Context: an optimization exercise on an open-source flow, tuned for small area and a short achievable clock period. The choices shown serve that exercise and are no tape-out recipe.
In this exercise RTL edits were held to simulation tests only and were not proved equivalent to the original.
No activity file was given, so power comes from the tool's default toggle rates.

Design cpu, start of the top module:
module cpu (clk,clrn,inst,pc,alu_out,reg1,reg2);
    input  [31:0] inst;
    input         clk, clrn;
    output [31:0] pc;
    output [31:0] alu_out;
    output [31:0] reg1, reg2;
    wire [5:0] op = inst[31:26];
    wire [4:0] rc = inst[25:21];
    wire [4:0] ra = inst[20:16];
    wire [4:0] rb = inst[15:11];
    wire [3:0] f  = op[3:0];
    reg  [31:0] pc_q;
    reg  [31:0] r1, r2, r3, r4, r5;
    reg         zf_q, sf_q, cf_q;
    assign pc   = pc_q;
    assign reg1 = r5;
    assign reg2 = r4;
    wire [31:0] a = ({32{ra == 5'd1}} & r1) | ({32{ra == 5'd2}} & r2) |
                    ({32{ra == 5'd3}} & r3) | ({32{ra == 5'd4}} & r4) |
                    ({32{ra == 5'd5}} & r5);
    wire        imm_sel = ~op[5] & op[4];
    wire [31:0] b = ({32{~imm_sel & (rb == 5'd1)}} & r1) | ({32{~imm_sel & (rb == 5'd2)}} & r2) |
                    ({32{~imm_sel & (rb == 5'd3)}} & r3) | ({32{~imm_sel & (rb == 5'd4)}} & r4) |
                    ({32{~imm_sel & (rb == 5'd5)}} & r5) |
                    ({32{imm_sel}} & {{16{inst[15]}}, inst[15:0]});
    wire alu_grp = ~op[5];
    wire d_sub = alu_grp & ((f == 4'd1) | (f == 4'd9));
    wire d_mul = alu_grp & (f == 4'd2);
    wire d_and = alu_grp & (f == 4'd3);
    wire d_or  = alu_grp & (f == 4'd4);
    wire d_xor = alu_grp & (f == 4'd5);
    wire d_sll = alu_grp & (f == 4'd6);
    wire d_srl = alu_grp & (f == 4'd7);
    wire d_sra = alu_grp & (f == 4'd8);
    wire d_sum = ~(d_and | d_or | d_xor | d_sll | d_srl | d_sra);
    wire [15:0] ma = a[15:0];
    wire [15:0] mb = b[15:0];
    wire one0 = mb[0];
    wire two0 = mb[1] & ~mb[0];
  ...
Size in the first run: ~3,100 cells after synthesis, ~200 flip-flops, about 160 I/O pins, ~0.021 sq mm of cells after synthesis.
==> flow/config.mk <==
export PLATFORM = sky130hd
export DESIGN_NAME = cpu
export DESIGN_NICKNAME = cpu
export VERILOG_FILES = /design/flow/design.v
export SDC_FILE = /design/flow/constraint.sdc
export NUM_CORES = 4
export LEC_CHECK = 0
export ABC_AREA = 1
export CAP_MARGIN = 20
export CORE_MARGIN = 2
export CORE_UTILIZATION = 40
export CTS_BUF_LIST = sky130_fd_sc_hd__clkbuf_8 sky130_fd_sc_hd__clkbuf_16
export SETUP_SLACK_MARGIN = 5
export SLEW_MARGIN = 20
export TNS_END_PERCENT = 10
==> flow/constraint.sdc <==
create_clock -name core_clock -period 20.0 [get_ports {clk}]
set_input_delay 4.0000 -clock core_clock [delete_from_list [all_inputs] [get_ports {clk}]]
set_output_delay 4.0000 -clock core_clock [all_outputs]
set_load 0.01 [all_outputs]
standard.sh (not shown) runs the stock make flow with config.mk's settings and CLKGATE_MAP_FILE= SYNTH_SCRIPT=/design/flow/synth_recipe.tcl, a recipe that flattens the netlist after the stock synthesis.
==> flow/flow/run.sh <==
#!/bin/bash
# The standard layout, with the port buffers made from sky130_fd_sc_hd__buf_1
# cells instead of the cell buffer_ports picks by default, and timing repair
# aiming at a setup slack margin of 4.5 ns.
set -euo pipefail
bash standard.sh synth > synth.log 2>&1
bash standard.sh "BUFFER_PORTS_ARGS=-buffer_cell sky130_fd_sc_hd__buf_1" SETUP_SLACK_MARGIN=4.5 finish > layout.log 2>&1
The starting point finished clean.
Rerun with:
==> flow/flow/run.sh (replaced) <==
#!/bin/bash
# The standard layout, with the port buffers made from sky130_fd_sc_hd__buf_1
# cells instead of the cell buffer_ports picks by default, and timing repair
# aiming at a setup slack margin of 4.75 ns.
set -euo pipefail
bash standard.sh synth > synth.log 2>&1
bash standard.sh "BUFFER_PORTS_ARGS=-buffer_cell sky130_fd_sc_hd__buf_1" SETUP_SLACK_MARGIN=4.75 finish > layout.log 2>&1
Settings changed: CTS_BUF_LIST sky130_fd_sc_hd__clkbuf_8 sky130_fd_sc_hd__clkbuf_16 to not set, TNS_END_PERCENT 10 to 0.
Maximum frequency went up by 1.9%.
Worst setup slack gains 0.28 ns.
First-iteration DRC count went up by 1.0%.
Total power went up by 0.98%.
Die area stays the same.
Area after synthesis stays the same.
Sequential power is about the same.
Count of clock-buffer cells in the layout stays the same.
Global-route usage went up by 0.15 points.
Rerun with:
==> flow/flow/run.sh (replaced) <==
#!/bin/bash
# The standard layout, with the port buffers made from sky130_fd_sc_hd__buf_1
# cells instead of the cell buffer_ports picks by default.
set -euo pipefail
bash standard.sh synth > synth.log 2>&1
bash standard.sh "BUFFER_PORTS_ARGS=-buffer_cell sky130_fd_sc_hd__buf_1" finish > layout.log 2>&1
Settings changed: TNS_END_PERCENT 0 to 10.
The new run completed without violations.
Power grows slightly.
Non-clock buffer count grows by 31.
Routed wire length grows slightly.
Setup slack improves by 0.19 ns.
Final area grows slightly.
Cell count grows slightly.
Combinational power hardly moves.
Critical path depth shrinks by 2.
Count of clock-buffer cells in the layout stays the same.
First-iteration DRC count grows by a few percent.
Rerun with:
Settings changed: CAP_MARGIN 20 to 5, SLEW_MARGIN 20 to 5.
Die area does not change.
Sequential share of layout area barely changes.
Core utilization barely changes.
Final cell count does not change.

separate check: timing with driven ports:
Ports are ideal in the flow. The routed layouts listed here were re-timed in OpenROAD.
Step 1 assumes that a clkbuf_16 drives the clock port and a buf_2 every other input.
Step 2, shift: input delay + t, output delay - t, t = (earliest + latest rising clock arrival at the registers) / 2. This alone moves slack from input paths to output paths.
Three values: ideal, step 1, step 2; two values: the first two.
run | t, ns | setup slack, ns | hold WS [ns] | slew at the worst register clock pin (ns) | worst data-port slew with drivers (ns)
the first run | 0.525 | 4.676 / 4.643 / 4.643 | 0.526 / 0.526 / 0.526 | 0.09 / 0.09 | 0.07
the second run | 0.528 | 4.957 / 4.913 / 4.913 | 0.535 / 0.535 / 0.535 | 0.09 / 0.09 | 0.07
the third run | 0.526 | 5.145 / 5.110 / 5.110 | 0.533 / 0.533 / 0.533 | 0.09 / 0.09 | 0.07
the fourth run | 0.527 | 5.171 / 5.138 / 5.138 | 0.535 / 0.535 / 0.535 | 0.09 / 0.09 | 0.06
After both steps every run listed still meets setup and hold. The setup slack of the second run, which loses most, moves by -0.044 ns with the drivers and by -0.044 ns with both steps.
